This design comes from an exercise in tuning for small area, a short achievable clock period and few clock cycles per item on the open sky130 flow, not from production work. Where RTL was checked, it was by simulation tests only, not by an equivalence proof against the original. Power figures rest on the tool's default switching activity, not on a simulated workload.

Setup of oak:
==> flow/design.v (excerpt) <==
module lc4_processor(input wire         clk,
                     input wire         rst,
                     input wire         gwe,
                     output wire [15:0] o_cur_pc,
                     input wire [15:0]  i_cur_insn_A,
                     input wire [15:0]  i_cur_insn_B,
                     output wire [15:0] o_dmem_addr,
                     input wire [15:0]  i_cur_dmem_data,
                     output wire        o_dmem_we,
                     output wire [15:0] o_dmem_towrite,
                     output wire [ 1:0] test_stall_A,
                     output wire [ 1:0] test_stall_B,
                     output wire [15:0] test_cur_pc_A,
                     output wire [15:0] test_cur_pc_B,
                     output wire [15:0] test_cur_insn_A,
                     output wire [15:0] test_cur_insn_B,
                     output wire        test_regfile_we_A,
                     output wire        test_regfile_we_B,
                     output wire [ 2:0] test_regfile_wsel_A,
                     output wire [ 2:0] test_regfile_wsel_B,
                     output wire [15:0] test_regfile_data_A,
                     output wire [15:0] test_regfile_data_B,
  ...
Size in the first run: roughly 310 I/O pins, ~30000 sq um of cells after synthesis.
clock: 38.0 ns
lec_check: 0
cap_margin: 20
core_margin: 2
core_utilization: 40
slew_margin: 20
buffer_ports_args: -buffer_cell sky130_fd_sc_hd__buf_4
standard.sh (not shown) runs the stock make flow with config.mk's settings and CLKGATE_MAP_FILE= SYNTH_SCRIPT=/design/flow/synth_recipe.tcl, a recipe that flattens the netlist after the stock synthesis.
==> flow/flow/run.sh <==
#!/bin/bash
set -euo pipefail
cat >> config.mk <<'EOC'
export BUFFER_PORTS_ARGS = -buffer_cell sky130_fd_sc_hd__buf_4
EOC
bash standard.sh > flow.log 2>&1
Testbench counts of oak, summed over its fixed seeds: cycles 73,510, instructions 64,000.
[inputs] pine vs oak
# oak
export LEC_CHECK = 0
export CAP_MARGIN = 20
export CORE_MARGIN = 2
export CORE_UTILIZATION = 40
export SLEW_MARGIN = 20
export BUFFER_PORTS_ARGS = -buffer_cell sky130_fd_sc_hd__buf_4
create_clock -name core_clock -period 38.0 [get_ports {clk}]
# pine
export LEC_CHECK = 0
export CAP_MARGIN = 50
export CORE_MARGIN = 2
export CORE_UTILIZATION = 40
export SLEW_MARGIN = 70
export BUFFER_PORTS_ARGS = -buffer_cell sky130_fd_sc_hd__buf_4
create_clock -name core_clock -period 38.0 [get_ports {clk}]
Results
pine vs. oak: portion of total power attributed to combinational logic increased 1.1 points, clock-buffer cell count dropped 6, final standard cell count with taps included and fillers excluded went up by about 1.2%. pine against oak: area added between synthesis and finish up 3.3 points; hold slack now sits at about the same level.

* * *

Another version of the RTL of lc4_processor (not shown whole).
For scale: about 3100 cells after synthesis, ~340 flip-flops, ~310 I/O pins, roughly 29000 um^2 of cells after synthesis.
Design lc4_processor, start of the top module:
module lc4_processor(input wire         clk,
                     input wire         rst,
                     input wire         gwe,
                     output wire [15:0] o_cur_pc,
                     input wire [15:0]  i_cur_insn_A,
                     input wire [15:0]  i_cur_insn_B,
                     output wire [15:0] o_dmem_addr,
                     input wire [15:0]  i_cur_dmem_data,
                     output wire        o_dmem_we,
                     output wire [15:0] o_dmem_towrite,
                     output wire [ 1:0] test_stall_A,
                     output wire [ 1:0] test_stall_B,
                     output wire [15:0] test_cur_pc_A,
                     output wire [15:0] test_cur_pc_B,
                     output wire [15:0] test_cur_insn_A,
                     output wire [15:0] test_cur_insn_B,
                     output wire        test_regfile_we_A,
                     output wire        test_regfile_we_B,
                     output wire [ 2:0] test_regfile_wsel_A,
                     output wire [ 2:0] test_regfile_wsel_B,
                     output wire [15:0] test_regfile_data_A,
                     output wire [15:0] test_regfile_data_B,
                     output wire        test_nzp_we_A,
                     output wire        test_nzp_we_B,
                     output wire [ 2:0] test_nzp_new_bits_A,
                     output wire [ 2:0] test_nzp_new_bits_B,
                     output wire        test_dmem_we_A,
                     output wire        test_dmem_we_B,
                     output wire [15:0] test_dmem_addr_A,
                     output wire [15:0] test_dmem_addr_B,
                     output wire [15:0] test_dmem_data_A,
                     output wire [15:0] test_dmem_data_B,
                     input  wire [ 7:0] switch_data,
                     output wire [15:0] seven_segment_data,
                     output wire [ 7:0] led_data
                     );
   localparam S   = 2;                        
   localparam NCH = 16 / S;                   
   reg [15:0] pc;                             
  ...
Settings: LEC_CHECK=0, CAP_MARGIN=30, CORE_MARGIN=2, CORE_UTILIZATION=55, SLEW_MARGIN=50, BUFFER_PORTS_ARGS=-buffer_cell sky130_fd_sc_hd__buf_4; clock period 38.0 ns.
Scripts as last shown in full above: flow/flow/run.sh
The first run completed with no timing, DRC or antenna violations.
Testbench counts at the start, summed over its fixed seeds: cycles 73,510, instructions 64,000.
==> next run, changes <==
- CAP_MARGIN: 30 -> 40
- CORE_UTILIZATION: 55 -> 40
- SLEW_MARGIN: 50 -> 60
Effect: The changed run passed the timing, design-rule and antenna checks. Wire length goes down slightly. Final cell count is higher by a little under a tenth. Sequential power barely changes. Power is lower slightly.

* * *

Setup of garnet:
Another version of the RTL of lc4_processor (not shown whole).
Size in the first run: about 3,000 cells after synthesis, about 340 flip-flops, roughly 310 I/O pins.
export LEC_CHECK = 0
export CAP_MARGIN = 30
export CORE_MARGIN = 2
export CORE_UTILIZATION = 45
export SLEW_MARGIN = 50
export BUFFER_PORTS_ARGS = -buffer_cell sky130_fd_sc_hd__buf_4
create_clock -name core_clock -period 38.0 [get_ports {clk}]
Scripts as last shown in full above: flow/flow/run.sh
What harbor does differently from garnet at the input level:
Settings: CORE_UTILIZATION now 35, was 45.
==> run notes <==
harbor ends up with a routed wire length that is about 3.8% lower than in garnet. In the tables for garnet and harbor, die area reads lower with garnet. No stage failed in harbor, and the final checks on the layout all came back clean. The fraction of standard cell area that is sequential of harbor and that of garnet are within noise of each other. The higher share of power burned in combinational logic came out of harbor. Non-clock buffer total of the final layout ended up 2 higher on harbor than on garnet. Total met3 wirelength after detailed routing in harbor vs garnet: down 11%. Against garnet, harbor comes in 1.5% higher on first-iteration DRC count. | clock-pin slew reported for the worst setup and hold paths after clock tree synthesis | harbor vs garnet | ≈ equal |.
Function was not checked in any run of this note: the RTL went through the layout flow alone.

re-timing with driven ports:
How much do the figures lean on ideal ports? The routed layouts below were timed once more, with nothing changed but the port constraints. Step 1 (the two cells are an assumption about what drives the block):
set clk [get_ports {clk}]
set_driving_cell -lib_cell sky130_fd_sc_hd__clkbuf_16 $clk
set_driving_cell -lib_cell sky130_fd_sc_hd__buf_2 [delete_from_list [all_inputs] $clk]
Step 2 times the ports against the registers' clock, not the clock port: input delays grow and output delays shrink by t, the midpoint of the rising clock arrivals with the driver on. Slacks: ideal ports / drivers / drivers and shift; pairs: ideal ports / drivers.
run	t (ns)	setup slack, ns	clock arrival spread, ns	worst slew at a driven data input, ns
oak	0.629	28.279 / 28.292 / 27.663	0.040 / 0.039	0.05
pine	0.640	28.644 / 28.582 / 28.298	0.048 / 0.048	0.06
the first run of note 2	0.639	28.257 / 28.257 / 28.099	0.026 / 0.026	0.08
the second run of note 2	0.643	28.756 / 28.695 / 28.541	0.042 / 0.042	0.06
garnet	0.647	28.324 / 28.324 / 28.324	0.048 / 0.049	0.08
harbor	0.612	28.355 / 28.355 / 28.249	0.034 / 0.034	0.06
After both steps every run listed still meets setup and hold. The setup slack of oak, which loses most, moves by +0.013 ns with the drivers and by -0.616 ns with both steps.
